This is an optimization exercise on Yosys and OpenROAD, whose aim is small area, not a production implementation. The RTL was checked by simulation tests, not by an equivalence proof against the original design. Power is estimated from default activity; no workload was simulated.

--- design/flow/run.sh ---
#!/bin/bash
# synth_recipe.tcl (not shown) runs the flow's synth.tcl, then flattens the netlist and writes it again
# the make line also repeats each setting of config.mk as NAME=value (left out here)
make -C /OpenROAD-flow-scripts/flow DESIGN_CONFIG=/design/flow/config.mk WORK_HOME=/design/flow/orfs CLKGATE_MAP_FILE= SYNTH_SCRIPT=/design/flow/synth_recipe.tcl finish
--- design/flow/config.mk ---
export PLATFORM = sky130hd
export DESIGN_NAME = cpmTop
export DESIGN_NICKNAME = cpmTop
export VERILOG_FILES = /design/flow/design.v
export SDC_FILE = /design/flow/constraint.sdc
export NUM_CORES = 4
export LEC_CHECK = 0
export ABC_AREA = 1
export CAP_MARGIN = 20
export CORE_MARGIN = 2
export CORE_UTILIZATION = 65
export CTS_BUF_LIST = sky130_fd_sc_hd__clkbuf_16
export CTS_CLUSTER_DIAMETER = 100
export CTS_CLUSTER_SIZE = 30
export SLEW_MARGIN = 20
--- design/flow/constraint.sdc ---
create_clock -name core_clock -period 20.0 [get_ports {clk}]
set_input_delay 4.0000 -clock core_clock [delete_from_list [all_inputs] [get_ports {clk}]]
set_output_delay 4.0000 -clock core_clock [all_outputs]
set_load 0.01 [all_outputs]
--- design/flow/design.v ---
`timescale 1ns / 1ps
module speed_select(
	input		clk,
	input		rst_n,
	input		bps_start,
	output reg	clk_bps
	);
	reg[3:0]	cnt;
	always @ (posedge clk)
		if(!bps_start)	cnt <= 4'd0;
		else			cnt <= cnt + 1'b1;
	always @ (posedge clk)
		clk_bps <= (cnt == 4'd7);
endmodule
`timescale 1ns / 1ps
module my_uart_rx #(parameter HOLD = 1) (
	input			clk,
	input			rst_n,
	input			rs232_rx,
	output[7:0]		rx_data,
	output reg		rx_data_valid
	);
	reg		rx0, rx1, rx2, rx3;
	always @ (posedge clk or negedge rst_n)
		if(!rst_n) begin
			rx0 <= 1'b0; rx1 <= 1'b0; rx2 <= 1'b0; rx3 <= 1'b0;
		end else begin
			rx0 <= rs232_rx; rx1 <= rx0; rx2 <= rx1; rx3 <= rx2;
		end
	wire	neg_rx = rx3 & rx2 & ~rx1 & ~rx0;
	reg			rx_int;
	reg[3:0]	num;
	wire		clk_bps;
	speed_select sp(.clk(clk), .rst_n(rst_n), .bps_start(rx_int), .clk_bps(clk_bps));
	always @ (posedge clk or negedge rst_n)
		if(!rst_n) begin
			rx_int <= 1'b0;
			rx_data_valid <= 1'b0;
		end else if(neg_rx) begin
			rx_int <= 1'b1;
			rx_data_valid <= 1'b0;
		end else if(num == 4'd10) begin
			rx_int <= 1'b0;
			rx_data_valid <= 1'b1;
		end else
			rx_data_valid <= 1'b0;
	reg[7:0]	tmp;
	always @ (posedge clk)
		if(rx_int && clk_bps)
			case(num)
			4'd1: tmp[0] <= rs232_rx;
			4'd2: tmp[1] <= rs232_rx;
			4'd3: tmp[2] <= rs232_rx;
			4'd4: tmp[3] <= rs232_rx;
			4'd5: tmp[4] <= rs232_rx;
			4'd6: tmp[5] <= rs232_rx;
			4'd7: tmp[6] <= rs232_rx;
			4'd8: tmp[7] <= rs232_rx;
			default: ;
			endcase
	generate if(HOLD) begin : g_hold
		reg[7:0]	hold;
		always @ (posedge clk)
			if(rx_int && !clk_bps && num == 4'd10)
				hold <= tmp;
		assign rx_data = hold;
	end else begin : g_direct
		assign rx_data = tmp;
	end endgenerate
	always @ (posedge clk or negedge rst_n)
		if(!rst_n)
			num <= 4'd0;
		else if(rx_int) begin
			if(clk_bps)				num <= num + 1'b1;
			else if(num == 4'd10)	num <= 4'd0;
		end
endmodule
`timescale 1ns / 1ps
module my_uart_tx #(parameter LEN = 20, parameter CW = 5, parameter CHK = 0) (
	input				clk,
	input				rst_n,
	input				frame_start,
	input[7:0]			byte_in,
	output reg			busy,
	output reg[CW-1:0]	cnt,
	output				cap,
	output reg			tx_en,
	output				late,
	output reg			tx
	);
	wire		tx_done_w;
	reg			byte_start;
	reg[7:0]	ivl;
	always @ (posedge clk or negedge rst_n)
		if(!rst_n)					busy <= 1'b0;
		else if(frame_start)		busy <= 1'b1;
		else if(cnt == LEN)			busy <= 1'b0;
	always @ (posedge clk or negedge rst_n)
		if(!rst_n)					cnt <= 0;
		else if(tx_done_w)			cnt <= cnt + 1'b1;
		else if(cnt == LEN)			cnt <= 0;
	always @ (posedge clk or negedge rst_n)
		if(!rst_n)					ivl <= 8'd0;
		else if(tx_done_w)			ivl <= 8'd0;
		else if(!byte_start)		ivl <= ivl + 1'b1;
		else						ivl <= 8'd0;
	always @ (posedge clk or negedge rst_n)
		if(!rst_n)					byte_start <= 1'b0;
		else if(tx_done_w)			byte_start <= 1'b0;
		else if((ivl > 8'd5) && busy) byte_start <= 1'b1;
	reg			int1, int2;
	reg[3:0]	num;
	reg			tx_done;
	wire		clk_bps;
	assign		tx_done_w = tx_done;
	assign		cap = int1 & ~int2;
	speed_select sp(.clk(clk), .rst_n(rst_n), .bps_start(tx_en), .clk_bps(clk_bps));
	always @ (posedge clk or negedge rst_n)
		if(!rst_n) begin int1 <= 1'b0; int2 <= 1'b0; end
		else begin int1 <= byte_start; int2 <= int1; end
	always @ (posedge clk or negedge rst_n)
		if(!rst_n)				tx_en <= 1'b0;
		else if(cap)			tx_en <= 1'b1;
		else if(num == 4'd12)	tx_en <= 1'b0;
	assign		late = (tx_en && (num >= 4'd9)) || tx_done;
	wire		dbit = tx_en && clk_bps && (num >= 4'd1) && (num <= 4'd8);
	wire		last = CHK && (cnt == LEN - 1);
	reg[7:0]	acc;
	reg			cy;
	wire		b_in = byte_in[num - 1'b1];
	wire		a0 = (cnt == 0) ? 1'b0 : acc[0];
	wire		ci = (num == 4'd1) ? 1'b0 : cy;
	always @ (posedge clk)
		if(CHK && dbit) begin
			acc <= {last ? acc[0] : (a0 ^ b_in ^ ci), acc[7:1]};
			cy <= (a0 & b_in) | (a0 & ci) | (b_in & ci);
		end
	wire		dout = last ? acc[0] : b_in;
	always @ (posedge clk or negedge rst_n)
		if(!rst_n) begin
			num <= 4'd0;
			tx <= 1'b1;
			tx_done <= 1'b0;
		end else if(tx_en) begin
			if(clk_bps) begin
				num <= num + 1'b1;
				case(num)
				4'd0: tx <= 1'b0;
				4'd1, 4'd2, 4'd3, 4'd4, 4'd5, 4'd6, 4'd7, 4'd8:
					tx <= dout;
				default: tx <= 1'b1;
				endcase
			end else if(num == 4'd12) begin
				num <= 4'd0;
				tx_done <= 1'b1;
			end
		end else
			tx_done <= 1'b0;
endmodule
`timescale 1ns / 1ps
module dline #(parameter N = 54) (
	input			clk,
	input[7:0]		din,
	output[7:0]		tap
	);
	reg[8*N-1:0]	sr;
	always @ (posedge clk)
		sr <= {din, sr[8*N-1:8]};
	assign tap = sr[7:0];
endmodule
`timescale 1ns / 1ps
module can_rw(
	input		clk,
	input 		reset_n,
	input		rd_start,
	input		wr_start,
	input[7:0]	address,
	input[7:0]	tx_data,
	output		en_out,
	output reg[7:0]	can_out,
	output		rd_valid,
	output		convert_dir,
	output 		can_ale,
	output 		can_wr_n,can_rd_n,can_cs_n,
	output		rd_done,wr_done
    );
	reg[3:0] 	op_state;
	always @ (posedge clk or negedge reset_n)
		if(!reset_n)
			op_state <= 4'd0;
		else if(rd_start)
			op_state <= (op_state == 4'd11) ? 4'd0 : op_state + 1'b1;
		else if(wr_start)
			op_state <= (op_state == 4'd10) ? 4'd0 : op_state + 1'b1;
		else
			op_state <= 4'd0;
	always @ (posedge clk or negedge reset_n)
		if(!reset_n)
			can_out <= 8'd0;
		else if(!rd_start && !wr_start)
			can_out <= 8'd0;
		else if(op_state == 4'd2)
			can_out <= address;
		else if(!rd_start && (op_state == 4'd6))
			can_out <= tx_data;
	wire	wr = wr_start;
	wire	rd = !wr_start;
	assign	can_ale		= (op_state == 4'd3);
	assign	en_out		= (rd && (op_state >= 4'd3) && (op_state <= 4'd4)) ||
						  (wr && (op_state >= 4'd3) && (op_state <= 4'd9));
	assign	can_cs_n	= !((rd && (op_state >= 4'd5) && (op_state <= 4'd10)) ||
						    (wr && (op_state >= 4'd5) && (op_state <= 4'd9)));
	assign	can_rd_n	= !(rd && (op_state >= 4'd6) && (op_state <= 4'd9));
	assign	can_wr_n	= !(wr && (op_state >= 4'd6) && (op_state <= 4'd8));
	assign	convert_dir	= !((rd && (op_state >= 4'd1) && (op_state <= 4'd4)) ||
						    (wr && (op_state >= 4'd1) && (op_state <= 4'd9)));
	assign	rd_valid	= rd && (op_state == 4'd8);
	assign	rd_done		= (op_state == 4'd11);
	assign	wr_done		= wr && (op_state == 4'd10);
endmodule
`timescale 1ns / 1ps
module SJA1000(
	input clk,
	input reset_n,
	output			can_rx_done,
	output[47:0]	can_rx_data,
	input[39:0]		can_tx_data,
	output			can_tx_done,
	output			can_error,
	output		convert_dir,
	input[7:0] 	can_in,
	output[7:0] can_out,
	output		en_out,
	output		rd_valid,
	output can_ale,
	output can_wr_n,can_rd_n,can_cs_n,
	output can_rst
    );
	assign	can_rst		= 1'b1;
	assign	can_error	= 1'b0;
	assign	can_rx_done	= 1'b0;
	assign	can_rx_data	= 48'd0;
	assign	can_tx_done	= 1'b0;
	reg[5:0]	pc;
	reg			rs, ws;		 
	reg[1:0]	g;			 
	reg			spur;		 
	reg[6:0]	cr;			 
	wire[7:0]	rx_data = can_in;
	wire		rd_done, wr_done;
	reg			op_wr;
	reg[7:0]	op_addr, op_data;
	always @ (*) begin
		op_wr = 1'b1; op_data = 8'h00;
		case(pc)
		6'd0:	begin op_addr = 8'h00; op_data = 8'h09; end
		6'd1:	begin op_addr = 8'h00; op_wr = 1'b0; end
		6'd2:	begin op_addr = 8'h1F; op_data = 8'hC8; end
		6'd3:	begin op_addr = 8'h1F; op_wr = 1'b0; end
		6'd4:	begin op_addr = 8'h14; op_data = 8'hFF; end
		6'd5:	begin op_addr = 8'h15; op_data = 8'hFF; end
		6'd6:	begin op_addr = 8'h16; op_data = 8'hFF; end
		6'd7:	begin op_addr = 8'h17; op_data = 8'hFF; end
		6'd8:	begin op_addr = 8'h06; op_data = 8'h01; end
		6'd9:	begin op_addr = 8'h07; op_data = 8'h1C; end
		6'd10:	begin op_addr = 8'h08; op_data = 8'h1A; end
		6'd11:	begin op_addr = 8'h00; op_wr = 1'b0; end
		6'd12:	begin op_addr = 8'h00; op_data = {cr, 1'b0}; end
		6'd13:	begin op_addr = 8'h02; op_wr = 1'b0; end
		6'd14:	begin op_addr = 8'h11; op_wr = 1'b0; end
		6'd15:	begin op_addr = 8'h12; op_wr = 1'b0; end
		6'd16:	begin op_addr = 8'h13; op_wr = 1'b0; end
		6'd17:	begin op_addr = 8'h14; op_wr = 1'b0; end
		6'd18:	begin op_addr = 8'h15; op_wr = 1'b0; end
		6'd19:	begin op_addr = 8'h16; op_wr = 1'b0; end
		6'd20:	begin op_addr = 8'h17; op_wr = 1'b0; end
		6'd21:	begin op_addr = 8'h18; op_wr = 1'b0; end
		6'd22:	begin op_addr = 8'h19; op_wr = 1'b0; end
		6'd23:	begin op_addr = 8'h1A; op_wr = 1'b0; end
		6'd24:	begin op_addr = 8'h01; op_data = 8'h04; end
		6'd25:	begin op_addr = 8'h02; op_wr = 1'b0; end
		6'd26:	begin op_addr = 8'h10; op_data = 8'h85; end
		6'd27:	begin op_addr = 8'h11; op_data = 8'h06; end
		6'd28:	begin op_addr = 8'h12; op_data = 8'h04; end
		6'd29:	begin op_addr = 8'h13; op_data = 8'h10; end
		6'd30:	begin op_addr = 8'h14; end
		6'd31:	begin op_addr = 8'h15; end
		6'd32:	begin op_addr = 8'h16; end
		6'd33:	begin op_addr = 8'h17; end
		6'd34:	begin op_addr = 8'h18; end
		6'd35:	begin op_addr = 8'h19; end
		default:begin op_addr = 8'h01; op_data = 8'h04; end	 
		endcase
	end
	wire		done = (rs && rd_done) || (ws && wr_done);
	reg			retry;		 
	reg[5:0]	nxt;
	reg[1:0]	gap;		 
	always @ (*) begin
		retry = 1'b0; nxt = pc + 1'b1; gap = 2'd0;
		case(pc)
		6'd1:	if(!rx_data[0]) nxt = 6'd0;
		6'd3:	if(rx_data != 8'hC8) nxt = 6'd2;
		6'd12, 6'd13, 6'd23, 6'd35:	gap = 2'd2;
		6'd24:	gap = 2'd1;
		6'd36:	begin nxt = 6'd13; gap = 2'd2; end
		default: ;
		endcase
		case(pc)
		6'd13:	retry = !rx_data[0];
		6'd14:	retry = (rx_data != 8'h06);
		6'd15:	retry = (rx_data != 8'h02);
		6'd16:	retry = (rx_data != 8'h04);
		6'd17:	retry = (rx_data != 8'h00);
		6'd25:	retry = !rx_data[2];
		default: ;
		endcase
	end
	always @ (posedge clk or negedge reset_n)
		if(!reset_n) begin
			pc <= 6'd0;
			rs <= 1'b0;
			ws <= 1'b0;
			g <= 2'd1;
			spur <= 1'b0;
		end else if(spur) begin
			rs <= 1'b0;
			spur <= 1'b0;
			g <= 2'd1;
		end else if(rs || ws) begin
			if(done && !retry) begin
				pc <= nxt;
				g <= gap;
				if(pc == 6'd25)
					spur <= 1'b1;		 
				else
					rs <= 1'b0;
				ws <= 1'b0;
			end
		end else if(g != 2'd0)
			g <= g - 1'b1;
		else begin
			rs <= !op_wr;
			ws <= op_wr;
		end
	always @ (posedge clk)
		if(done && (pc == 6'd11))	cr <= rx_data[7:1];
can_rw can_rw_inst (
    .clk(clk),
    .reset_n(reset_n),
    .rd_start(rs),
    .wr_start(ws),
    .address(op_addr),
    .tx_data(op_data),
    .en_out(en_out),
    .can_out(can_out),
    .rd_valid(rd_valid),
    .convert_dir(convert_dir),
    .can_ale(can_ale),
    .can_wr_n(can_wr_n),
    .can_rd_n(can_rd_n),
    .can_cs_n(can_cs_n),
    .rd_done(rd_done),
    .wr_done(wr_done)
    );
endmodule
`timescale 1ns / 1ps
module rx_frame #(
	parameter		CW		= 6,
	parameter[7:0]	LEN		= 8'd57,
	parameter[7:0]	SOF_L	= 8'h9F,
	parameter[7:0]	SOF_H	= 8'hE4,
	parameter		HOLD	= 1
	)(
	input				clk,
	input				reset_n,
	input				rx,
	output[7:0]			rx_byte,
	output				rx_valid,
	output reg[1:0]		state,
	output reg[CW-1:0]	cnt,
	output				wr,
	output				wr_last,
	output reg			done,
	output				done_first
	);
	my_uart_rx #(.HOLD(HOLD)) u_rx(.clk(clk), .rst_n(reset_n), .rs232_rx(rx),
					.rx_data(rx_byte), .rx_data_valid(rx_valid));
	reg		lastL, sof;
	always @ (posedge clk or negedge reset_n)
		if(!reset_n) begin
			lastL <= 1'b0;
			sof <= 1'b0;
		end else begin
			if(rx_valid) lastL <= (rx_byte == SOF_L);
			sof <= rx_valid && (rx_byte == SOF_H) && lastL;
		end
	reg			cerr;
	reg[12:0]	t1;
	wire		tmo = (t1 == 13'h08AF);
	always @ (posedge clk or negedge reset_n)
		if(!reset_n)						state <= 2'd0;
		else if(sof && (cnt < 3))			state <= 2'd1;
		else if(cnt == LEN - 1)				state <= 2'd2;
		else if(done)						state <= 2'd0;
		else if(cerr || tmo)				state <= 2'd0;
	reg[7:0]	sum;
	always @ (posedge clk or negedge reset_n)
		if(!reset_n)
			cnt <= 0;
		else case(state)
			2'd0: cnt <= 2;
			2'd1, 2'd2: if(rx_valid) cnt <= cnt + 1'b1;
			default: ;
		endcase
	always @ (posedge clk)
		case(state)
		2'd0: sum <= SOF_H + SOF_L;
		2'd1: if(rx_valid) sum <= sum + rx_byte;
		default: ;
		endcase
	always @ (posedge clk or negedge reset_n)
		if(!reset_n) begin
			done <= 1'b0;
			cerr <= 1'b0;
		end else begin
			done <= (cnt == LEN) && (sum == rx_byte);
			cerr <= (cnt == LEN) && (sum != rx_byte);
		end
	always @ (posedge clk or negedge reset_n)
		if(!reset_n)						t1 <= 13'd0;
		else if(done || tmo || rx_valid)	t1 <= 13'd0;
		else								t1 <= {t1[11:0], ~(t1[12] ^ t1[3] ^ t1[2] ^ t1[0])};
	assign	wr			= rx_valid && (state == 2'd1);
	assign	wr_last		= rx_valid && (state == 2'd2);
	assign	done_first	= done && (state == 2'd2);
endmodule
`timescale 1ns / 1ps
module dataControl(
	input			clk,
	input			reset_n,
	output			period_start,
	output			smp,
	output[6:0]		idx,
	output			adt_start
	);
	reg[14:0]	timerCnt;
	reg			started;
	always @ (posedge clk or negedge reset_n)
		if(!reset_n)					timerCnt <= 15'd0;
		else if(timerCnt == 15'd24999)	timerCnt <= 15'd0;
		else							timerCnt <= timerCnt + 1'b1;
	always @ (posedge clk or negedge reset_n)
		if(!reset_n)			started <= 1'b0;
		else if(period_start)	started <= 1'b1;
	assign	period_start = (timerCnt == 15'd24998);
	wire	low = (timerCnt[14:9] == 6'd0);		 
	assign	smp = started && low && (timerCnt[1:0] == 2'd0) &&
				  (timerCnt[8:2] >= 7'd1) && (timerCnt[8:2] <= 7'd66);
	assign	idx = timerCnt[8:2];
	assign	adt_start = started && low && (timerCnt[8:0] >= 9'd267) && (timerCnt[8:0] <= 9'd270);
endmodule
`timescale 1ns / 1ps
module cpmTop(
	input clk,
	input reset_n,
	input rx_wenmiao,
	input rx_fakong,
	input rx_adt,
	output tx_wenmiao,
	output tx_fakong,
	output tx_adt,
	input[7:0]  SJA1000_add_data_i,
	output[7:0] SJA1000_add_data_o,
	output      SJA1000_add_data_oe,
	output can_ale,can_cs_n,can_rd_n,can_wr_n,can_rst,
	output convert_dir
    );
	wire		rd_valid;
	reg[7:0]	can_in;		 
	always @ (posedge clk)
		if(rd_valid)	can_in <= SJA1000_add_data_i;
SJA1000 SJA1000_inst (
    .clk(clk),
    .reset_n(reset_n),
    .can_rx_done(),
    .can_rx_data(),
    .can_tx_data(40'd0),
    .can_tx_done(),
    .can_error(),
    .convert_dir(convert_dir),
    .can_in(can_in),
    .can_out(SJA1000_add_data_o),
    .en_out(SJA1000_add_data_oe),
    .rd_valid(rd_valid),
    .can_ale(can_ale),
    .can_wr_n(can_wr_n),
    .can_rd_n(can_rd_n),
    .can_cs_n(can_cs_n),
    .can_rst(can_rst)
    );
	wire		period_start, smp, adt_start;
	wire[6:0]	idx;
	dataControl dc (.clk(clk), .reset_n(reset_n), .period_start(period_start),
					.smp(smp), .idx(idx), .adt_start(adt_start));
	wire[7:0]	w_byte;
	wire		w_valid, w_wr, w_wrl, w_done, w_df;
	wire[1:0]	w_state;
	wire[5:0]	w_cnt;
	rx_frame #(.CW(6), .LEN(8'd57), .SOF_L(8'h9F), .SOF_H(8'hE4)) w_rx (
		.clk(clk), .reset_n(reset_n), .rx(rx_wenmiao), .rx_byte(w_byte), .rx_valid(w_valid),
		.state(w_state), .cnt(w_cnt), .wr(w_wr), .wr_last(w_wrl), .done(w_done), .done_first(w_df));
	reg[5:0]	wcol;
	always @ (posedge clk or negedge reset_n)
		if(!reset_n)			wcol <= 6'd3;
		else if(wcol == 6'd56)	wcol <= 6'd3;
		else					wcol <= wcol + 1'b1;
	reg			wptr;		 
	reg			wv;			 
	reg[7:0]	wlg56;		 
	reg			wpend;		 
	always @ (posedge clk or negedge reset_n)
		if(!reset_n) begin
			wptr <= 1'b0;
			wv <= 1'b0;
			wpend <= 1'b0;
		end else begin
			if(w_df) begin
				wptr <= ~wptr;
				wv <= 1'b1;
			end
			if(w_wr && (w_cnt <= 6'd55))		wpend <= 1'b1;
			else if(wpend && (wcol == w_cnt))	wpend <= 1'b0;
		end
	always @ (posedge clk)
		if(w_df) wlg56 <= w_byte;
	wire		wput = wpend && (wcol == w_cnt);
	wire[7:0]	wa_tap, wb_tap, ws_tap;
	dline #(.N(54)) wl_a (.clk(clk), .din((wput &&  wptr) ? w_byte : wa_tap), .tap(wa_tap));
	dline #(.N(54)) wl_b (.clk(clk), .din((wput && !wptr) ? w_byte : wb_tap), .tap(wb_tap));
	wire[7:0]	f_byte;
	wire		f_valid, f_wr, f_wrl, f_done, f_df;
	wire[1:0]	f_state;
	wire[3:0]	f_cnt;
	rx_frame #(.CW(4), .LEN(8'd9), .SOF_L(8'h8E), .SOF_H(8'hAA), .HOLD(0)) f_rx (
		.clk(clk), .reset_n(reset_n), .rx(rx_fakong), .rx_byte(f_byte), .rx_valid(f_valid),
		.state(f_state), .cnt(f_cnt), .wr(f_wr), .wr_last(f_wrl), .done(f_done), .done_first(f_df));
	reg[3:0]	fcol;
	always @ (posedge clk or negedge reset_n)
		if(!reset_n)			fcol <= 4'd3;
		else if(fcol == 4'd8)	fcol <= 4'd3;
		else					fcol <= fcol + 1'b1;
	reg			fptr, fv, fpend;
	reg[7:0]	flg8;
	always @ (posedge clk or negedge reset_n)
		if(!reset_n) begin
			fptr <= 1'b0;
			fv <= 1'b0;
			fpend <= 1'b0;
		end else begin
			if(f_df) begin
				fptr <= ~fptr;
				fv <= 1'b1;
			end
			if(f_wr && (f_cnt <= 4'd7))			fpend <= 1'b1;
			else if(fpend && (fcol == f_cnt))	fpend <= 1'b0;
		end
	always @ (posedge clk)
		if(f_df) flg8 <= f_byte;
	wire		fput = fpend && (fcol == f_cnt);
	wire[7:0]	fa_tap, fb_tap, fs_tap;
	dline #(.N(6)) fl_a (.clk(clk), .din((fput &&  fptr) ? f_byte : fa_tap), .tap(fa_tap));
	dline #(.N(6)) fl_b (.clk(clk), .din((fput && !fptr) ? f_byte : fb_tap), .tap(fb_tap));
	wire[7:0]	a_byte;
	wire		a_valid, a_wr, a_wrl, a_done, a_df;
	wire[1:0]	a_state;
	wire[4:0]	a_cnt;
	rx_frame #(.CW(5), .LEN(8'd25), .SOF_L(8'h64), .SOF_H(8'h00), .HOLD(0)) a_rx (
		.clk(clk), .reset_n(reset_n), .rx(rx_adt), .rx_byte(a_byte), .rx_valid(a_valid),
		.state(a_state), .cnt(a_cnt), .wr(a_wr), .wr_last(a_wrl), .done(a_done), .done_first(a_df));
	reg[4:0]	acol;
	always @ (posedge clk or negedge reset_n)
		if(!reset_n)			acol <= 5'd3;
		else if(acol == 5'd19)	acol <= 5'd3;
		else					acol <= acol + 1'b1;
	reg			aptr, av, apend;
	reg[7:0]	aip20, aip21, alg20, alg21;
	always @ (posedge clk or negedge reset_n)
		if(!reset_n) begin
			aptr <= 1'b0;
			av <= 1'b0;
			apend <= 1'b0;
		end else begin
			if(a_df) begin
				aptr <= ~aptr;
				av <= 1'b1;
			end
			if(a_wr && (a_cnt <= 5'd18))		apend <= 1'b1;
			else if(apend && (acol == a_cnt))	apend <= 1'b0;
		end
	always @ (posedge clk) begin
		if(a_wr && (a_cnt == 5'd20)) aip20 <= a_byte;
		if(a_wr && (a_cnt == 5'd21)) aip21 <= a_byte;
		if(a_df) begin
			alg20 <= aip20;
			alg21 <= aip21;
		end
	end
	wire		aput = apend && (acol == a_cnt);
	wire[7:0]	aa_tap, ab_tap, wt_tap;
	dline #(.N(17)) al_a (.clk(clk), .din((aput &&  aptr) ? a_byte : aa_tap), .tap(aa_tap));
	dline #(.N(17)) al_b (.clk(clk), .din((aput && !aptr) ? a_byte : ab_tap), .tap(ab_tap));
	wire		wt_busy, wt_cap, wt_en, wt_late;
	wire[4:0]	wt_cnt;
	reg[7:0]	wt_byte;
	my_uart_tx #(.LEN(20), .CW(5), .CHK(1)) wt (.clk(clk), .rst_n(reset_n), .frame_start(period_start),
		.byte_in(wt_byte), .busy(wt_busy), .cnt(wt_cnt), .cap(wt_cap), .tx_en(wt_en), .late(wt_late), .tx(tx_wenmiao));
	reg[1:0]	wbr;
	reg			wbuilt, wp, wpv;
	reg			warm, wact;
	always @ (posedge clk or negedge reset_n)
		if(!reset_n) begin
			wbr <= 2'd0;
			wbuilt <= 1'b0;
			warm <= 1'b0;
			wact <= 1'b0;
		end else begin
			wbr <= {wbr[0], wt_busy};
			if(wbr[1] & ~wbr[0]) begin
				wbuilt <= 1'b1;
				warm <= 1'b1;
			end else if(acol == 5'd3)
				warm <= 1'b0;
			if(warm && (acol == 5'd3))	wact <= 1'b1;
			else if(acol == 5'd19)		wact <= 1'b0;
		end
	always @ (posedge clk)
		if(wbr[1] & ~wbr[0]) begin
			wp <= aptr;
			wpv <= av;
		end
	wire[7:0]	wt_src = wpv ? (wp ? ab_tap : aa_tap) : 8'd0;
	dline #(.N(17)) wtl (.clk(clk), .din((warm | wact) ? wt_src : wt_tap), .tap(wt_tap));
	reg[7:0]	pfw;
	always @ (posedge clk) begin
		if({1'b0, acol} == {1'b0, wt_cnt} + (wt_late ? 6'd2 : 6'd1)) pfw <= wt_tap;
	end
	always @ (*)
		if(!wbuilt)				wt_byte = 8'd0;
		else if(wt_cnt == 5'd0)	wt_byte = 8'h64;
		else if(wt_cnt == 5'd1)	wt_byte = 8'h00;
		else					wt_byte = pfw;
	wire		ft_busy, ft_cap, ft_en, ft_late;
	wire[5:0]	ft_cnt;
	reg[7:0]	ft_byte;
	my_uart_tx #(.LEN(32), .CW(6), .CHK(1)) ft (.clk(clk), .rst_n(reset_n), .frame_start(period_start),
		.byte_in(ft_byte), .busy(ft_busy), .cnt(ft_cnt), .cap(ft_cap), .tx_en(ft_en), .late(ft_late), .tx(tx_fakong));
	reg[1:0]	fbr;
	reg			fbuilt, fp, fpv;
	reg[7:0]	fw4, fw5, fw6, fw7, fw14, fw15, fa20, fa21;
	always @ (posedge clk or negedge reset_n)
		if(!reset_n) begin
			fbr <= 2'd0;
			fbuilt <= 1'b0;
		end else begin
			fbr <= {fbr[0], ft_busy};
			if(fbr[1] & ~fbr[0])
				fbuilt <= 1'b1;
		end
	reg			marm, mact, mmode;
	wire		mwin = marm | mact;
	always @ (posedge clk or negedge reset_n)
		if(!reset_n) begin
			marm <= 1'b0;
			mact <= 1'b0;
			mmode <= 1'b0;
		end else begin
			if(fbr[1] & ~fbr[0]) begin
				marm <= 1'b1;
				mmode <= 1'b1;
			end else if(smp && (idx == 7'd56)) begin
				marm <= 1'b1;
				mmode <= 1'b0;
			end else if(wcol == 6'd3)
				marm <= 1'b0;
			if(marm && (wcol == 6'd3))	mact <= 1'b1;
			else if(wcol == 6'd56)		mact <= 1'b0;
		end
	wire[7:0]	fw_src = fpv ? (fp ? wb_tap : wa_tap) : 8'd0;
	always @ (posedge clk) begin
		if(fbr[1] & ~fbr[0]) begin
			fp <= wptr;
			fpv <= wv;
			fa20 <= av ? alg20 : 8'd0;
			fa21 <= av ? alg21 : 8'd0;
		end
		if(mwin && mmode)
			case(wcol)
			6'd5:  fw4  <= fw_src;
			6'd6:  fw5  <= fw_src;
			6'd7:  fw6  <= fw_src;
			6'd8:  fw7  <= fw_src;
			6'd15: fw14 <= fw_src;
			6'd16: fw15 <= fw_src;
			default: ;
			endcase
	end
	always @ (*)
		if(!fbuilt)				ft_byte = 8'd0;
		else case(ft_cnt)
			6'd0:			ft_byte = 8'hAA;
			6'd1:			ft_byte = 8'h8E;
			6'd10, 6'd11:	ft_byte = 8'h55;
			6'd14:			ft_byte = fw4;
			6'd15:			ft_byte = fw5;
			6'd16:			ft_byte = fw6;
			6'd17:			ft_byte = fw7;
			6'd18:			ft_byte = fw14;
			6'd19:			ft_byte = fw15;
			6'd20, 6'd21:	ft_byte = 8'hAA;
			6'd22:			ft_byte = fa20;
			6'd23:			ft_byte = fa21;
			default:		ft_byte = 8'd0;
		endcase
	reg			s0, s1, s57, s58, p0, v0, fp0, fv0;
	reg[5:0]	jf;
	reg[3:0]	fjf;
	reg[7:0]	s56, sf65;
	always @ (posedge clk)
		if(smp) begin
			case(idx)
			7'd1: begin s0 <= wv; p0 <= wptr; v0 <= wv; end
			7'd2: s1 <= wv;
			7'd57: s56 <= wv ? wlg56 : 8'd0;
			7'd58: s57 <= fv;
			7'd59: s58 <= fv;
			7'd60: begin fp0 <= fptr; fv0 <= fv; end
			7'd66: sf65 <= fv ? flg8 : 8'd0;
			default: ;
			endcase
			if(idx == 7'd1)
				jf <= 6'd63;
			else if((idx <= 7'd56) && (wptr != p0) && (jf == 6'd63))
				jf <= idx[5:0];				 
			if(idx == 7'd60)
				fjf <= 4'd15;
			else if((idx >= 7'd61) && (idx <= 7'd65) && (fptr != fp0) && (fjf == 4'd15))
				fjf <= idx[3:0] + 4'd7;		 
		end
	wire[7:0]	s_old = v0 ? (p0 ? wb_tap : wa_tap) : 8'd0;
	wire[7:0]	s_new = p0 ? wa_tap : wb_tap;
	wire[7:0]	s_src = (wcol < jf) ? s_old : s_new;
	dline #(.N(54)) wl_s (.clk(clk), .din((mwin && !mmode) ? s_src : ws_tap), .tap(ws_tap));
	reg			farm, fact;
	always @ (posedge clk or negedge reset_n)
		if(!reset_n) begin
			farm <= 1'b0;
			fact <= 1'b0;
		end else begin
			if(smp && (idx == 7'd65))	farm <= 1'b1;
			else if(fcol == 4'd3)		farm <= 1'b0;
			if(farm && (fcol == 4'd3))	fact <= 1'b1;
			else if(fcol == 4'd8)		fact <= 1'b0;
		end
	wire[7:0]	f_old = fv0 ? (fp0 ? fb_tap : fa_tap) : 8'd0;
	wire[7:0]	f_new = fp0 ? fa_tap : fb_tap;
	wire[7:0]	f_src = (fcol < fjf) ? f_old : f_new;
	dline #(.N(6)) fl_s (.clk(clk), .din((farm | fact) ? f_src : fs_tap), .tap(fs_tap));
	wire		at_busy, at_cap, at_en, at_late;
	wire[6:0]	at_cnt;
	reg[7:0]	at_byte, pfa;
	my_uart_tx #(.LEN(66), .CW(7)) at (.clk(clk), .rst_n(reset_n), .frame_start(adt_start),
		.byte_in(at_byte), .busy(at_busy), .cnt(at_cnt), .cap(at_cap), .tx_en(at_en), .late(at_late), .tx(tx_adt));
	wire[6:0]	atg = at_cnt + at_late;
	always @ (posedge clk)
		if({1'b0, wcol} == atg + 7'd1)			pfa <= ws_tap;
		else if({3'b0, fcol} == atg - 7'd56)	pfa <= fs_tap;
	always @ (*)
		case(at_cnt)
		7'd0:	at_byte = s0 ? 8'h9F : 8'h00;
		7'd1:	at_byte = s1 ? 8'hE4 : 8'h00;
		7'd56:	at_byte = s56;
		7'd57:	at_byte = s57 ? 8'h8E : 8'h00;
		7'd58:	at_byte = s58 ? 8'hAA : 8'h00;
		7'd65:	at_byte = sf65;
		default: at_byte = pfa;
		endcase
endmodule
==> results of run 1 <==
[path summary, 6_finish.rpt]
| kind | start | endpoint | slack, ns |
|---|---|---|---|
| setup / recovery | SJA1000_inst.can_rw_inst.op_state[1]$_DFF_PN0_ | convert_dir | 13.42 |
| hold / removal | wl_a.sr[389]$_DFF_P_ | wl_a.sr[381]$_DFF_P_ | 0.32 |
| setup reg to reg | at.num[0]$_DFFE_PN0P_ | pfa[4]$_DFFE_PP_ | 15.55 |
| hold reg to reg | wl_a.sr[389]$_DFF_P_ | wl_a.sr[381]$_DFF_P_ | 0.32 |
| max in group asynchronous | reset_n | f_rx.t1[3]$_DFF_PN0_ | 15.24 |
| min in group asynchronous | reset_n | a_rx.u_rx.rx0$_DFF_PN0_ | 3.35 |
[cell usage after synthesis, types with 37 or more instances]
master	number	area share, %
sky130_fd_sc_hd__a21oi_1	103	0.80
sky130_fd_sc_hd__clkbuf_1	41	0.24
sky130_fd_sc_hd__dfrtp_1	243	9.5
sky130_fd_sc_hd__dfxtp_1	1878	59
sky130_fd_sc_hd__edfxtp_1	254	12
sky130_fd_sc_hd__ha_1	128	2.5
sky130_fd_sc_hd__inv_1	442	2.6
sky130_fd_sc_hd__nand2_1	566	3.3
sky130_fd_sc_hd__nand3_1	192	1.5
sky130_fd_sc_hd__nand4_1	37	0.36
sky130_fd_sc_hd__nor2_1	349	2.0
sky130_fd_sc_hd__nor3_1	90	0.70
sky130_fd_sc_hd__o21ai_0	216	1.7
sky130_fd_sc_hd__xor2_1	52	0.71
[power by group through the flow]
stage               Combinational (mW)  Sequential, mW  Clock, mW
finish                          0.0837            4.87       2.21
global route                     0.102            4.88       2.45
CTS                             0.0860            4.87       2.28
detailed placement              0.0853            4.98          0
global placement                0.0809            4.98          0
floorplan                       0.0565            4.97          0
[registers in the layout, indices dropped and copies added (netlist names), 13 cells and up]
| name | cells |
|---|---|
| wl_a.sr | 432 |
| al_a.sr | 136 |
| dc.timerCnt | 15 |
| fl_b.sr | 48 |
| fl_a.sr | 48 |
| w_rx.t1 | 13 |
| f_rx.t1 | 13 |
| wl_s.sr | 432 |
| a_rx.t1 | 13 |
| wl_b.sr | 432 |
| al_b.sr | 136 |
| fl_s.sr | 48 |
| wtl.sr | 136 |
[routing by layer]
layer | part of all wire (%) | vias up | track usage, %
met4 | 2.2 | 0 | 5.68
met3 | 4.0 | 140 | 2.78
met5 | 0 | - | 0
met2 | 44 | 482 | 29.1
li1 | - | 15786 | -
met1 | 50 | 14577 | 28.5
[worst max-delay path: cells and delay by family, from the launching register on]
kind            cells  cell delay, ns
simple gates        2            0.21
buf+inv             3            0.74
fa+ha+maj           1            0.23
compound gates      2            0.26
flops               1            0.44
[metrics by stage]
| step | utilization (%) | cells |
|---|---|---|
| 2_1_floorplan | - | 4873 |
| 3_3_place_gp | 67.2 | 6144 |
| 3_5_place_dp | 67.2 | 6144 |
| 4_1_cts | 69.9 | 6286 |
| 5_1_grt | 70.0 | 6287 |
| 6_report | 70.0 | 6287 |
[logic make-up after synthesis]
group / after synthesis / share of synthesized area (%)
other: 1 / 0.00584
multiplexers: 9 / 0.154
AO/OA/AOI/OAI: 450 / 4.01
adder cells (fa/ha/maj): 134 / 2.68
buffers and inverters: 506 / 3.03
flip-flops: 2385 / 80.3
AND/OR/NAND/NOR: 1311 / 8.76
XOR/XNOR: 77 / 1.08
[final cells by class]
class | instances | area (um2)
Sequential cell | 2385 | 51600
Multi-Input combinational cell | 1982 | 10700
Timing Repair Buffer | 39 | 380
Fill cell | 6885 | 29500
Clock inverter | 50 | 347
Clock buffer | 92 | 2300
Tap cell | 1287 | 1610
Inverter | 452 | 1710
==> run summary, run 1 <==
Status:
- The flow ran to the end and the layout has no timing, DRC or antenna violations.

Synth:
- Synthesis instantiated 69 different standard cells from the library.
- Among all flip-flop cells after synthesis, the most frequent one is sky130_fd_sc_hd__dfxtp_1.
- When the netlist entered floorplanning its net count stood at 5020.
- The proportion of synthesized chip area in sequential cells is 80.3%.
- The Yosys step of the flow raised 16 warnings.
- Yosys mapped a number of flops with a built-in enable equal to 254.
- The post-synthesis instance total is 4873.
- The area of the mapped netlist is 64200 um2.
- The flip-flop and latch count after synthesis is 2385.
- After synthesis, the mean cell area works out to around 13 um2.
- The fraction of registers with async set/reset is 10.6%.

STA:
- At the pin with the least slew margin, the transition time is 1.03 ns.
- Setup repair after global routing left no endpoint under its margin.
- In this run the tightest slew margin relative to its limit is a little under a third.
- The largest clock skew in the final design is 0.0198 ns.
- The share of the clock period used by the worst path is about a third.
- Setup violations remaining at the end of the flow were counted as 0.
- The post-layout worst setup margin is ~13 ns.
- The upper clock frequency limit is 152 MHz.
- The total count of hold-check failures in the final report is 0.
- The final period demand of the worst path is between 6 and 7 ns.
- Summed over all failing endpoints, the final setup total negative slack is 0 ns.
- The worst hold margin is 0.323 ns.
- The count of pins over their slew limit is 0.

Placement:
- Summing all placed instances gives a cell area of 66000 um2.
- Port buffering added 29 buffers.
- At the end of routability-driven placement, the weighted congestion stood at 0.894.
- Prior to clock tree synthesis, the placed netlist has a worst setup slack of 14.17 ns.
- Detailed placement ended at an HPWL of 60.8 mm.

Route:
- Dividing the detail-routed wire length by the instance count gives 15.1 um.
- The first detailed-routing pass took 5 iterations.
- The post-route antenna net violation count is 0.
- The total vias in the final route is 30985.
- For this run, design rule violations remaining after detail routing come to 0.
- The initial detailed-routing violation count is 2102.
- In the routed layout, each cell is associated on average with a via count of 4.93.
- Summed over all layers, the routed wires come to 95.1 mm.

Layout:
- The fraction of layout cells with a size suffix above 1 is 3.60%.
- Compared with the post-synthesis result, the final layout area differs by 6.90%.
- The most common cell after layout, fill and taps aside is sky130_fd_sc_hd__dfxtp_1.
- 0 antenna diodes ended up in the layout.
- After routing the design area is 68700 um2.
- The final layout contains 5098 nets.
- The top cell types in the final layout, fill and taps aside, are sky130_fd_sc_hd__dfxtp_1, sky130_fd_sc_hd__nand2_1, sky130_fd_sc_hd__inv_1, sky130_fd_sc_hd__nor2_1, sky130_fd_sc_hd__edfxtp_1.

Worst setup path:
- Counting cells, the worst reg-to-reg path comes to 15.
- On the worst path, the slowest cell contributes a delay of 0.56 ns.
- The kind of launch point of the worst setup path is a register.
- The largest fanout on the critical path is 5.
- STA puts the critical path data arrival time at 2.58 ns.
- The worst setup path is captured at an output pin.
- STA puts the critical path data required time at 16.00 ns.
- The most numerous cell type found on the critical path is sky130_fd_sc_hd__inv_1.
- The largest individual stage delay along the critical path comes from the cell sky130_fd_sc_hd__clkdlybuf4s50_1.
- The critical path goes through inv_1 > ha_1 > o21ai_0 > nand2_1 > nor2_1 > inv_1 > o211ai_1 > clkdlybuf4s50_1.
- The kind of critical path is reg -> out.

CTS:
- After clock tree synthesis, the repair step resized 0 gates.
- For this design, the sink count on the clock tree is between 2000 and 2500.
- CTS built an H-tree with a depth of 3.
- Hold repair after CTS inserted 0 buffers.
- The worst-skew pair later-pin latency is 0.72 ns.
- The post-CTS clock slew at the launch and capture registers of the worst setup and hold paths is 0.11 ns.
- In this run, CTS created clock tree buffers numbering ~90.
- The post-CTS setup buffer count is 0.
- The number of buffers between clock root and the deepest sink is 3.
- The cell at the root of the clock tree is sky130_fd_sc_hd__clkbuf_16.
- The clock tree from TritonCTS is built.

Power:
- The total net switching power is 1.43 mW.
- The analysis attributes to cell leakage a power of 28.7 nW.
- The power per unit of standard cell area is about 100 nW/um2.
- The total power of the final layout is 7.17 mW.
- The share of power burned in combinational logic is ~1.2%.
- Internal power comes to 5.74 mW.
- The largest voltage drop on the vdd net is around 0.00011 V.
- The clock share of power is a little under a third.
- The relative contribution of sequential cells to total power is 68.0%.
- The share of total power consumed by net switching is 19.9%.

Global routing:
- The number of antenna violations at the first check in global routing is 0.
- The first global-routing pass estimated 156 mm of wire.
- Entering global routing, the biggest net connects 155 pins.
- The total global routing overflow is 0.
- The number of global-route vias before repair is 30116.
- The total global-route track usage is between 10% and 20%.

Die:
- Row generation in the floorplan step produced 115 rows.
- The floorplan step set the die width to 318 um.
- The count of pins on the block boundary is 31.
- The starting density of the core is 65.5%.
- The vertical die dimension is 318 um.
- The region available for standard cell placement spans 98100 um2.
- The die covers just over 100000 um2.

Flow run:
- Max-cap violations in this run came to 0.

Min path:
- Along the worst hold path, the cell count comes to 0.
- The min-delay analysis places its worst path in the category reg -> reg.
==> run 2, diff against run 1 <==
--- a/design/flow/design.v
+++ b/design/flow/design.v
@@ -243,3 +243,3 @@
 	assign	can_tx_done	= 1'b0;
-	reg[5:0]	pc;
+	reg[6:0]	pc;
 	reg			rs, ws;		 
@@ -250,58 +250,62 @@
 	wire		rd_done, wr_done;
-	reg			op_wr;
-	reg[7:0]	op_addr, op_data;
-	always @ (*) begin
-		op_wr = 1'b1; op_data = 8'h00;
+	localparam[6:0]
+		I0  = {2'd2, 5'h00},	 
+		I1  = {2'd3, 5'h00},	 
+		I2  = {2'd2, 5'h1F},	 
+		I3  = {2'd3, 5'h1F},	 
+		I4  = {2'd2, 5'h14},	 
+		I7  = {2'd2, 5'h17},
+		I8  = {2'd2, 5'h06},	 
+		I10 = {2'd2, 5'h08},
+		I11 = {2'd0, 5'h00},	 
+		I12 = {2'd1, 5'h00},	 
+		L0  = {2'd0, 5'h02},	 
+		L1  = {2'd0, 5'h11},	 
+		L10 = {2'd0, 5'h1A},
+		L11 = {2'd1, 5'h01},	 
+		L12 = {2'd3, 5'h02},	 
+		L13 = {2'd1, 5'h10},	 
+		L22 = {2'd1, 5'h19},
+		L23 = {2'd3, 5'h01};	 
+	wire[4:0]	op_addr = pc[4:0];
+	wire		op_wr = (pc[6:5] == 2'd1) || (pc[6:5] == 2'd2) || (pc == L23);
+	reg[7:0]	op_data;
+	always @ (*)
 		case(pc)
-		6'd0:	begin op_addr = 8'h00; op_data = 8'h09; end
-		6'd1:	begin op_addr = 8'h00; op_wr = 1'b0; end
-		6'd2:	begin op_addr = 8'h1F; op_data = 8'hC8; end
-		6'd3:	begin op_addr = 8'h1F; op_wr = 1'b0; end
-		6'd4:	begin op_addr = 8'h14; op_data = 8'hFF; end
-		6'd5:	begin op_addr = 8'h15; op_data = 8'hFF; end
-		6'd6:	begin op_addr = 8'h16; op_data = 8'hFF; end
-		6'd7:	begin op_addr = 8'h17; op_data = 8'hFF; end
-		6'd8:	begin op_addr = 8'h06; op_data = 8'h01; end
-		6'd9:	begin op_addr = 8'h07; op_data = 8'h1C; end
-		6'd10:	begin op_addr = 8'h08; op_data = 8'h1A; end
-		6'd11:	begin op_addr = 8'h00; op_wr = 1'b0; end
-		6'd12:	begin op_addr = 8'h00; op_data = {cr, 1'b0}; end
-		6'd13:	begin op_addr = 8'h02; op_wr = 1'b0; end
-		6'd14:	begin op_addr = 8'h11; op_wr = 1'b0; end
-		6'd15:	begin op_addr = 8'h12; op_wr = 1'b0; end
-		6'd16:	begin op_addr = 8'h13; op_wr = 1'b0; end
-		6'd17:	begin op_addr = 8'h14; op_wr = 1'b0; end
-		6'd18:	begin op_addr = 8'h15; op_wr = 1'b0; end
-		6'd19:	begin op_addr = 8'h16; op_wr = 1'b0; end
-		6'd20:	begin op_addr = 8'h17; op_wr = 1'b0; end
-		6'd21:	begin op_addr = 8'h18; op_wr = 1'b0; end
-		6'd22:	begin op_addr = 8'h19; op_wr = 1'b0; end
-		6'd23:	begin op_addr = 8'h1A; op_wr = 1'b0; end
-		6'd24:	begin op_addr = 8'h01; op_data = 8'h04; end
-		6'd25:	begin op_addr = 8'h02; op_wr = 1'b0; end
-		6'd26:	begin op_addr = 8'h10; op_data = 8'h85; end
-		6'd27:	begin op_addr = 8'h11; op_data = 8'h06; end
-		6'd28:	begin op_addr = 8'h12; op_data = 8'h04; end
-		6'd29:	begin op_addr = 8'h13; op_data = 8'h10; end
-		6'd30:	begin op_addr = 8'h14; end
-		6'd31:	begin op_addr = 8'h15; end
-		6'd32:	begin op_addr = 8'h16; end
-		6'd33:	begin op_addr = 8'h17; end
-		6'd34:	begin op_addr = 8'h18; end
-		6'd35:	begin op_addr = 8'h19; end
-		default:begin op_addr = 8'h01; op_data = 8'h04; end	 
+		I0:					op_data = 8'h09;
+		I2:					op_data = 8'hC8;
+		{2'd2, 5'h14}, {2'd2, 5'h15}, {2'd2, 5'h16}, I7:
+							op_data = 8'hFF;
+		I8:					op_data = 8'h01;
+		{2'd2, 5'h07}:		op_data = 8'h1C;
+		I10:				op_data = 8'h1A;
+		I12:				op_data = {cr, 1'b0};
+		L11, L23:			op_data = 8'h04;
+		L13:				op_data = 8'h85;
+		{2'd1, 5'h11}:		op_data = 8'h06;
+		{2'd1, 5'h12}:		op_data = 8'h04;
+		{2'd1, 5'h13}:		op_data = 8'h10;
+		default:			op_data = 8'h00;
 		endcase
-	end
 	wire		done = (rs && rd_done) || (ws && wr_done);
 	reg			retry;		 
-	reg[5:0]	nxt;
+	reg[6:0]	nxt;
 	reg[1:0]	gap;		 
 	always @ (*) begin
-		retry = 1'b0; nxt = pc + 1'b1; gap = 2'd0;
+		nxt = {pc[6:5], pc[4:0] + 1'b1}; gap = 2'd0;
 		case(pc)
-		6'd1:	if(!rx_data[0]) nxt = 6'd0;
-		6'd3:	if(rx_data != 8'hC8) nxt = 6'd2;
-		6'd12, 6'd13, 6'd23, 6'd35:	gap = 2'd2;
-		6'd24:	gap = 2'd1;
-		6'd36:	begin nxt = 6'd13; gap = 2'd2; end
+		I0:		nxt = I1;
+		I1:		nxt = rx_data[0] ? I2 : I0;
+		I2:		nxt = I3;
+		I3:		nxt = (rx_data == 8'hC8) ? I4 : I2;
+		I7:		nxt = I8;
+		I10:	nxt = I11;
+		I11:	nxt = I12;
+		I12:	begin nxt = L0; gap = 2'd2; end
+		L0:		begin nxt = L1; gap = 2'd2; end
+		L10:	begin nxt = L11; gap = 2'd2; end
+		L11:	begin nxt = L12; gap = 2'd1; end
+		L12:	nxt = L13;
+		L22:	begin nxt = L23; gap = 2'd2; end
+		L23:	begin nxt = L0; gap = 2'd2; end
 		default: ;
@@ -309,9 +313,9 @@
 		case(pc)
-		6'd13:	retry = !rx_data[0];
-		6'd14:	retry = (rx_data != 8'h06);
-		6'd15:	retry = (rx_data != 8'h02);
-		6'd16:	retry = (rx_data != 8'h04);
-		6'd17:	retry = (rx_data != 8'h00);
-		6'd25:	retry = !rx_data[2];
-		default: ;
+		L0:				retry = !rx_data[0];
+		L1:				retry = (rx_data != 8'h06);
+		{2'd0, 5'h12}:	retry = (rx_data != 8'h02);
+		{2'd0, 5'h13}:	retry = (rx_data != 8'h04);
+		{2'd0, 5'h14}:	retry = (rx_data != 8'h00);
+		L12:			retry = !rx_data[2];
+		default:		retry = 1'b0;
 		endcase
@@ -320,3 +324,3 @@
 		if(!reset_n) begin
-			pc <= 6'd0;
+			pc <= I0;
 			rs <= 1'b0;
@@ -333,3 +337,3 @@
 				g <= gap;
-				if(pc == 6'd25)
+				if(pc == L12)
 					spur <= 1'b1;		 
@@ -346,3 +350,3 @@
 	always @ (posedge clk)
-		if(done && (pc == 6'd11))	cr <= rx_data[7:1];
+		if(done && (pc == I11))	cr <= rx_data[7:1];
 can_rw can_rw_inst (
@@ -352,3 +356,3 @@
     .wr_start(ws),
-    .address(op_addr),
+    .address({3'b000, op_addr}),
     .tx_data(op_data),
--- a/design/flow/config.mk
+++ b/design/flow/config.mk
@@ -12,4 +12,4 @@
 export CTS_BUF_LIST = sky130_fd_sc_hd__clkbuf_16
-export CTS_CLUSTER_DIAMETER = 100
-export CTS_CLUSTER_SIZE = 30
+export CTS_CLUSTER_DIAMETER = 90
+export CTS_CLUSTER_SIZE = 26
 export SLEW_MARGIN = 20
==> run 2 against run 1 <==
Global-route usage grew 0.075 points. Die area shrank 0.10%. Flip-flop and latch count grew 1. Clock-buffer cell count grew 12. Synthesized cell count shrank 0.25%. First-iteration DRC count shrank 3.4%. Register-to-register slack gained 0.05 ns. Largest cell class unchanged.
==> run summary, run 2 <==
Worst setup path:
- For the worst setup path, the data required time is approximately 16 ns.
- STA puts the critical path data arrival time at ~2.7 ns.
- In this run the worst path has a maximum fanout of 7.
- The element type at the critical path end is an output pin.
- STA classifies the critical path startpoint as a register.
- By startpoint and endpoint, the worst setup path is classified as reg -> out.

CTS:
- The clock tree from TritonCTS is built.
- For the worst-skew pair, the clock arrives at the later sink with an insertion delay of 0.72 ns.
- In this run the number of H-tree levels came out at 3.
- The post-CTS setup buffer count is 0.
- The number of buffers inserted during clock tree synthesis is 102.
- The number of buffers between clock root and the deepest sink is 3.
- The number of hold buffers added after CTS was 0.
- The post-CTS resize count is 0.
- The post-CTS clock slew at the launch and capture registers of the worst setup and hold paths is ~0.1 ns.
- CTS placed an instance of sky130_fd_sc_hd__clkbuf_16 at the clock tree root.
- Clock tree synthesis found a total of 2386 sinks.

Route:
- The initial detailed-routing violation count is 2030.
- After detailed routing, the number of remaining DRC violations is 0.
- The mean number of vias per cell is 4.88.
- The count of nets left with antenna violations once routing finished came out at 0.
- The first detailed-routing pass ran for 6 iterations.
- The total vias in the final route is 30745.
- The post-detailed-routing wire length is 95.7 mm.
- The routed length per instance is around 15 um.

Status:
- The flow ran to the end and the layout has no timing, DRC or antenna violations.

Synth:
- Counting flops with an async set or reset pin after synthesis yields a share of 10.6%.
- The synthesized netlist occupies a cell area of 64200 um2.
- The portion of synthesized cell area occupied by the leading cell type is between 50% and 60%.
- Synthesis produced a netlist whose cell count is 4861.
- The total nets after synthesis is 5008.
- The biggest area contributor in the post-synthesis netlist is sky130_fd_sc_hd__dfxtp_1.
- For this run, the leading register cell type out of synthesis is sky130_fd_sc_hd__dfxtp_1.
- The Yosys step of the flow raised 16 warnings.
- Counting flops with a built-in enable in the synthesized netlist gives 254.
- The synthesized netlist contains 66 unique library cells.
- The most frequently used cell type in the post-synthesis netlist is sky130_fd_sc_hd__dfxtp_1.
- The mean instance size in the synthesized netlist is roughly 13 um2.
- In the post-synthesis netlist, the biggest area contributors are sky130_fd_sc_hd__dfxtp_1, sky130_fd_sc_hd__edfxtp_1, sky130_fd_sc_hd__dfrtp_1, sky130_fd_sc_hd__nand2_1, sky130_fd_sc_hd__inv_1.
- Sorting the synthesized cells by how often they occur yields sky130_fd_sc_hd__dfxtp_1, sky130_fd_sc_hd__nand2_1, sky130_fd_sc_hd__inv_1.
- The flip-flop and latch count after synthesis is 2386.
- The proportion of synthesized chip area in sequential cells is 80.4%.

Power:
- For this design the static power due to leakage is roughly 29 nW.
- The total power of the final layout is 7.28 mW.
- The power per unit of standard cell area is 106 nW/um2.
- The largest voltage drop on the vdd net is 0.000104 V.

Layout:
- The area growth from synthesis to layout is 7.38%.
- The number of inserted filler cells in the final layout is roughly 6800.
- For this run, the post-layout net count is just over 5000.
- The most common cell after layout, fill and taps aside is sky130_fd_sc_hd__dfxtp_1.
- The largest registers in the layout are wl_a.sr (432), wl_b.sr (432), wl_s.sr (432).
- The top cell types in the final layout, fill and taps aside, are sky130_fd_sc_hd__dfxtp_1, sky130_fd_sc_hd__nand2_1, sky130_fd_sc_hd__inv_1, sky130_fd_sc_hd__nor2_1, sky130_fd_sc_hd__edfxtp_1.
- Of the cells placed in the final design, the portion with a size suffix greater than 1 is between 4 and 5%.

Min path:
- The tightest min-delay check is of the reg -> reg type.

Global routing:
- The number of antenna violations at the first check in global routing is 1.
- The number of global-route vias before repair is 29884.
- The met3 track utilization from global routing is 2.75%.
- The total global routing overflow is 0.
- Global routing consumed, on the met2 layer, 29.1% of the routing resources.
- Entering global routing, the biggest net connects 71 pins.
- The total global-route track usage is 19.1%.
- The wire length of the first global-routing pass is 156 mm.
- In this run the most used layer during global routing was met2.
- Global routing consumed, on the met1 layer, roughly 29% of the routing resources.

Placement:
- The HPWL after detailed placement is slightly above 60 mm.
- Buffers placed on the I/O ports in this run total 29.
- OpenSTA, run right after detailed placement, puts the worst setup slack at 13.81 ns.
- The placer's final routability congestion estimate is approximately 0.89.

Flow run:
- The tool flagged a number of max-cap violations equal to 0.

Die:
- The standard cell core area is 98100 um2.
- The width of the chip is 318 um.
- The count of pins on the block boundary is 31.
- The floorplan step defined a die boundary enclosing 101000 um2.
- The vertical die dimension is 318 um.
- Once the floorplan was initialized, standard cells occupied 65.4% of the core.
- The floorplan has roughly 120 rows.

STA:
- In this run the tightest slew margin relative to its limit is about two fifths.
- For the pin with the worst max-slew slack, the measured transition is just over 0.9 ns.
- The count of pins over their slew limit was 0.
- Setup repair after global routing left no endpoint under its margin.
- Across all hold checks on the routed design, the worst slack comes to 0.306 ns.
- Adding up every negative setup slack in the final design gives 0 ns.
- The total count of hold-check failures in the final report is 0.
- The final period demand of the worst path is 6.66 ns.
- Derived from the worst setup path, the maximum achievable clock frequency is 150 MHz.
- Between clock sinks in the finished design, the worst skew comes to 0.0275 ns.
- The number of setup violations in the final report is 0.
- Setup slack closes at 13.34 ns.
- Of the available clock period, the critical path in the final layout requires 33.3%.
[run 2: cell families (layout without fill, tap and decap cells)]
logic type               after synthesis  after routing  synth area share [%]
AO/OA/AOI/OAI                        452            452                  4.03
flip-flops                          2386           2386                  80.4
AND/OR/NAND/NOR                     1277           1277                  8.50
XOR/XNOR                              76             76                  1.07
buffers and inverters                526            672                  3.14
adder cells (fa/ha/maj)              134            134                  2.68
multiplexers                           9              9                 0.156
other                                  1              3               0.00584
[run 2: cell type report]
| cell class | instances | area [um2] | share of cell area, % |
|---|---|---|---|
| Sequential cell | 2386 | 51600 | 74.9 |
| Clock buffer | 104 | 2600 | 3.78 |
| Antenna cell | 2 | 5.00 | 0.00726 |
| Clock inverter | 50 | 337 | 0.489 |
| Timing Repair Buffer | 41 | 385 | 0.559 |
| Inverter | 477 | 1790 | 2.60 |
| Multi-Input combinational cell | 1949 | 10600 | 15.3 |
| Tap cell | 1287 | 1610 | 2.34 |
[run 2: layer usage]
layer | vias to the layer above | share of wire [%] | routed length [um]
met5 | - | 0 | 0
met4 | 0 | 2.4 | 2280
met3 | 138 | 3.5 | 3340
met2 | 419 | 43 | 41200
met1 | 14454 | 51 | 48800
li1 | 15734 | - | -
[run 2: path summary, 6_finish.rpt]
check / start / slack [ns] / depth (start not counted) / end
worst max register to register: at.num[0]$_DFFE_PN0P_ / 15.60 / 18 / pfa[6]$_DFFE_PP_
worst min-delay path: wl_a.sr[71]$_DFF_P_ / 0.31 / 0 / wl_a.sr[63]$_DFF_P_
worst min register to register: wl_a.sr[71]$_DFF_P_ / 0.31 / 0 / wl_a.sr[63]$_DFF_P_
worst max-delay path: SJA1000_inst.can_rw_inst.op_state[0]$_DFF_PN0_ / 13.34 / 9 / convert_dir
min in group asynchronous: reset_n / 3.22 / 1 / f_rx.u_rx.num[1]$_DFFE_PN0P_
max in group asynchronous: reset_n / 14.67 / 3 / SJA1000_inst.pc[3]$_DFFE_PN0P_
[run 2: stage by stage]
stage          area [um2]  utilization [%]  cells
2_1_floorplan       64200                -   4861
3_3_place_gp        65900             67.2   6140
3_5_place_dp        65900             67.2   6140
4_1_cts             68900             70.2   6294
5_1_grt             68900             70.2   6294
6_report            68900             70.2   6296
[run 2: power by group]
group          total (mW)  internal [mW]  switching [mW]
Clock                2.32          0.964            1.36
Sequential           4.87           4.85          0.0191
Combinational      0.0827         0.0276          0.0551
[run 2: critical path: stages (launching register included)]
cell and delay, ns:
sky130_fd_sc_hd__dfrtp_1 0.48, sky130_fd_sc_hd__inv_1 0.12, sky130_fd_sc_hd__ha_1 0.22, sky130_fd_sc_hd__o21ai_0 0.14
sky130_fd_sc_hd__nand2_1 0.09, sky130_fd_sc_hd__nor2_1 0.10, sky130_fd_sc_hd__inv_1 0.06, sky130_fd_sc_hd__o21ai_0 0.10
sky130_fd_sc_hd__a21o_1 0.11, sky130_fd_sc_hd__clkdlybuf4s50_1 0.52
==> run 3, diff against run 2 <==
--- a/design/flow/config.mk
+++ b/design/flow/config.mk
@@ -12,4 +12,4 @@
 export CTS_BUF_LIST = sky130_fd_sc_hd__clkbuf_16
-export CTS_CLUSTER_DIAMETER = 90
-export CTS_CLUSTER_SIZE = 26
+export CTS_CLUSTER_DIAMETER = 100
+export CTS_CLUSTER_SIZE = 30
 export SLEW_MARGIN = 20
==> run 3 against run 2 <==
Worst setup slack better by 0.015 ns. Fmax up 0.22%. Wire length about the same. Sequential power about the same. Critical endpoint unchanged. Largest cell class unchanged. Highest routed layer unchanged.
==> run summary, run 3 <==
Status:
- The flow ran to the end and the layout has no timing, DRC or antenna violations.

CTS:
- Clock latency on the worst-skew pair, taken at its later pin, is 0.73 ns.
- Buffers inserted during clock tree synthesis total 89.
- The clock tree from TritonCTS is built.
- Counting along the longest clock path gives a buffer depth of 3.
- The post-CTS resize count is 0.
- CTS built an H-tree with a depth of 3.
- The post-CTS clock slew at the launch and capture registers of the worst setup and hold paths is about 0.11 ns.
- Clock tree synthesis found a total of roughly 2400 sinks.
- The post-CTS setup buffer count is 0.
- The number of buffers inserted for hold repair after clock tree synthesis is 0.
- Clock tree synthesis selected as its root buffer the cell sky130_fd_sc_hd__clkbuf_16.

Synth:
- The total nets after synthesis is 5008.
- Counting flops and latches in the post-synthesis netlist gives roughly 2400.
- The portion of synthesized cell area occupied by the leading cell type is between 50% and 60%.
- By count the netlist is led by sky130_fd_sc_hd__dfxtp_1, sky130_fd_sc_hd__nand2_1, sky130_fd_sc_hd__inv_1.
- Yosys printed 16 warnings.
- Yosys attributes the largest share of cell area to sky130_fd_sc_hd__dfxtp_1, sky130_fd_sc_hd__edfxtp_1, sky130_fd_sc_hd__dfrtp_1, sky130_fd_sc_hd__nand2_1, sky130_fd_sc_hd__inv_1.
- The dominant synthesized flop cell is sky130_fd_sc_hd__dfxtp_1.
- The most frequently used cell type in the post-synthesis netlist is sky130_fd_sc_hd__dfxtp_1.
- The post-synthesis instance total is around 5000.
- The mapped netlist covers 64200 um2.
- The fraction of registers with async set/reset is 10.6%.
- The mean instance size in the synthesized netlist is 13.2 um2.
- The proportion of synthesized chip area in sequential cells is between 80% and 90%.
- The number of enable-type register cells in the synthesized netlist is 254.
- Counting distinct cell types in the post-synthesis netlist gives 66.
- The leading area contributor after synthesis is sky130_fd_sc_hd__dfxtp_1.

Worst setup path:
- The arrival time reported for the critical path endpoint is between 2 and 3 ns.
- The element type at the critical path end is an output pin.
- The endpoint required time on the critical path is 16.00 ns.
- In this run the worst path has a maximum fanout of 7.
- The kind of critical path is reg -> out.
- The kind of launch point of the worst setup path is a register.

Placement:
- Detailed placement ended at an HPWL of 61.4 mm.
- At the end of routability-driven placement, the weighted congestion stood at 0.890.
- Buffers placed on the I/O ports in this run total 29.

STA:
- For this run, the top clock speed supported by timing is 151 MHz.
- The count of pins over their slew limit is 0.
- At the pin with the least slew margin, the transition time is 0.907 ns.
- The number of setup violations in the final report is 0.
- The largest clock skew in the final design is approximately 0.037 ns.
- Dividing the final minimum period by the clock period gives 33.2%.
- The setup TNS is 0 ns.
- Setup repair after global routing left no endpoint under its margin.
- The worst hold margin is 0.313 ns.
- The final period demand of the worst path is between 6 and 7 ns.
- The total count of hold-check failures in the final report is 0.
- The remaining max-slew budget at the tightest pin is between 30% and 40%.

Layout:
- Leaving out fill and tap cells, the most frequent cell in the layout is sky130_fd_sc_hd__dfxtp_1.
- The area growth from synthesis to layout is 6.70%.
- In the layout the commonest cells are sky130_fd_sc_hd__dfxtp_1, sky130_fd_sc_hd__nand2_1, sky130_fd_sc_hd__inv_1, sky130_fd_sc_hd__nor2_1, sky130_fd_sc_hd__edfxtp_1.
- The largest registers in the layout are wl_a.sr (432), wl_b.sr (432), wl_s.sr (432).
- In the final layout, the share of cells above drive strength 1 is 3.93%.
- After the last flow step, the layout net total stands at 5091.

Flow run:
- The max-cap violation count is 0.

Global routing:
- The number of global-route vias before repair is 29658.
- The number of antenna violations at the first check in global routing came to 1.
- Global routing used 19.1% of the available tracks.
- The maximum number of pins on one net before global-route repair is 71.
- Global routing finished with a remaining overflow of 0.
- The first global-routing pass estimated 155 mm of wire.

Route:
- The first detailed-routing pass ran for 5 iterations.
- Dividing the detail-routed wire length by the instance count gives 15.2 um.
- In the routed design, unresolved DRC markers number 0.
- The post-detailed-routing wire length is 95.7 mm.
- The detailed router placed 30649 vias in this run.
- The post-route antenna net violation count is 0.
- In this run, the number of DRC markers left after iteration 0 of detailed routing was 2043.
- The mean number of vias per cell is around 4.9.

Die:
- From left edge to right edge, the die measures 318 um.
- The standard cell core area is 98100 um2.
- The vertical die dimension is 318 um.
- The floorplan has approximately 120 rows.
- The count of pins on the block boundary is 31.
- The die covers between 100000 and 150000 um2.
- Once the floorplan was initialized, standard cells occupied 65.4% of the core.

Power:
- The reported leakage power is 28.7 nW.
- Power spread over the standard cell area amounts to 104 nW/um2.
- The largest voltage drop on the vdd net is 0.0000965 V.
- The total net switching power is 1.40 mW.
- Summing internal, switching and leakage power gives between 7 and 8 mW.
- The clock share of power is 30.4%.
- In this run switching power makes up 19.6% of total power.
- The share of total power dissipated in sequential elements is about two thirds.
- Internal power comes to 5.72 mW.
- Per report_power, the combinational group accounts for 1.2% of the total.

Min path:
- The worst hold path class is reg -> reg.
## run 3: final cells by class
type | count | area (um2)
Clock buffer | 91 | 2280
Inverter | 477 | 1790
Fill cell | 6892 | 29700
Timing Repair Buffer | 41 | 385
Tap cell | 1287 | 1610
Antenna cell | 1 | 2.50
Multi-Input combinational cell | 1949 | 10600
Clock inverter | 44 | 230
Sequential cell | 2386 | 51600
## run 3: worst max-delay path, stage by stage, from the launching register on
cell and delay (ns):
sky130_fd_sc_hd__dfrtp_1 0.48, sky130_fd_sc_hd__inv_1 0.12, sky130_fd_sc_hd__ha_1 0.22, sky130_fd_sc_hd__o21ai_0 0.14, sky130_fd_sc_hd__nand2_1 0.09, sky130_fd_sc_hd__nor2_1 0.10
sky130_fd_sc_hd__inv_1 0.06, sky130_fd_sc_hd__o21ai_0 0.10, sky130_fd_sc_hd__a21o_1 0.11, sky130_fd_sc_hd__clkdlybuf4s50_1 0.52
## run 3: final timing paths
kind	start	to	slack, ns	cells past startpoint
hold / removal	fl_b.sr[37]$_DFF_P_	fl_b.sr[29]$_DFF_P_	0.31	0
hold reg to reg	fl_b.sr[37]$_DFF_P_	fl_b.sr[29]$_DFF_P_	0.31	0
max in group asynchronous	reset_n	SJA1000_inst.pc[3]$_DFFE_PN0P_	14.69	3
min in group asynchronous	reset_n	f_rx.u_rx.num[0]$_DFFE_PN0P_	3.22	1
setup reg to reg	at.num[0]$_DFFE_PN0P_	pfa[0]$_DFFE_PP_	15.59	18
setup / recovery	SJA1000_inst.can_rw_inst.op_state[0]$_DFF_PN0_	convert_dir	13.36	9
## run 3: per-stage QoR
| step | util (%) | std cells | worst slack [ns] | area (um2) |
|---|---|---|---|---|
| 4_1_cts | 69.7 | 6275 | 13.29 | 68400 |
| 3_5_place_dp | 67.2 | 6140 | 13.81 | 65900 |
| 6_report | 69.8 | 6276 | 13.36 | 68500 |
| 3_3_place_gp | 67.2 | 6140 | 13.85 | 65900 |
| 5_1_grt | 69.8 | 6275 | 13.16 | 68500 |
| 2_1_floorplan | - | 4861 | 14.73 | 64200 |
## run 3: logic make-up (layout without fill, tap and decap cells)
| logic type | after synthesis | after routing | share of synthesized area [%] |
|---|---|---|---|
| buf+inv | 526 | 653 | 3.14 |
| mux | 9 | 9 | 0.156 |
| xor+xnor | 76 | 76 | 1.07 |
| other cells | 1 | 2 | 0.00584 |
| fa+ha+maj | 134 | 134 | 2.68 |
| simple gates | 1277 | 1277 | 8.50 |
| compound gates | 452 | 452 | 4.03 |
| flops | 2386 | 2386 | 80.4 |
## run 3: power groups by stage
stage	clock network, mW	registers, mW	logic [mW]
after detailed placement	0	4.98	0.0842
after CTS	2.23	4.87	0.0844
after global placement	0	4.98	0.0804
after floorplan	0	4.98	0.0564
after global routing	2.39	4.88	0.0988
final	2.16	4.87	0.0822
## run 3: metal layers
metal / global-route usage (%) / vias to the layer above / wire length (um)
met3: 2.97 / 140 / 3380
met4: 5.09 / 0 / 2240
met1: 29.1 / 14440 / 49000
met5: 0 / - / 0
li1: - / 15681 / -
met2: 28.8 / 388 / 41000

what the ideal ports hide:
How much do the figures lean on ideal ports? The routed layouts below were timed once more, with nothing changed but the port constraints.
Step 1, drivers: a clkbuf_16 drives clk and a buf_2 each remaining input, both assumed.
Step 2, shift: input delay + t, output delay - t, t = (earliest + latest rising clock arrival at the registers) / 2. This alone moves slack from input paths to output paths.
Slacks: ideal ports / drivers / drivers and shift; pairs: ideal ports / drivers.
| run | t, ns | setup WS [ns] | clock arrival spread, ns | worst slew at a driven data input, ns |
|---|---|---|---|---|
| run 1 | 0.769 | 13.417 / 13.350 / 14.119 | 0.032 / 0.032 | 0.06 |
| run 2 | 0.772 | 13.344 / 13.280 / 13.895 | 0.035 / 0.034 | 0.10 |
| run 3 | 0.771 | 13.359 / 13.295 / 13.913 | 0.042 / 0.042 | 0.09 |
After both steps every run listed still meets setup and hold. The worst setup slack also covers recovery checks on asynchronous resets.
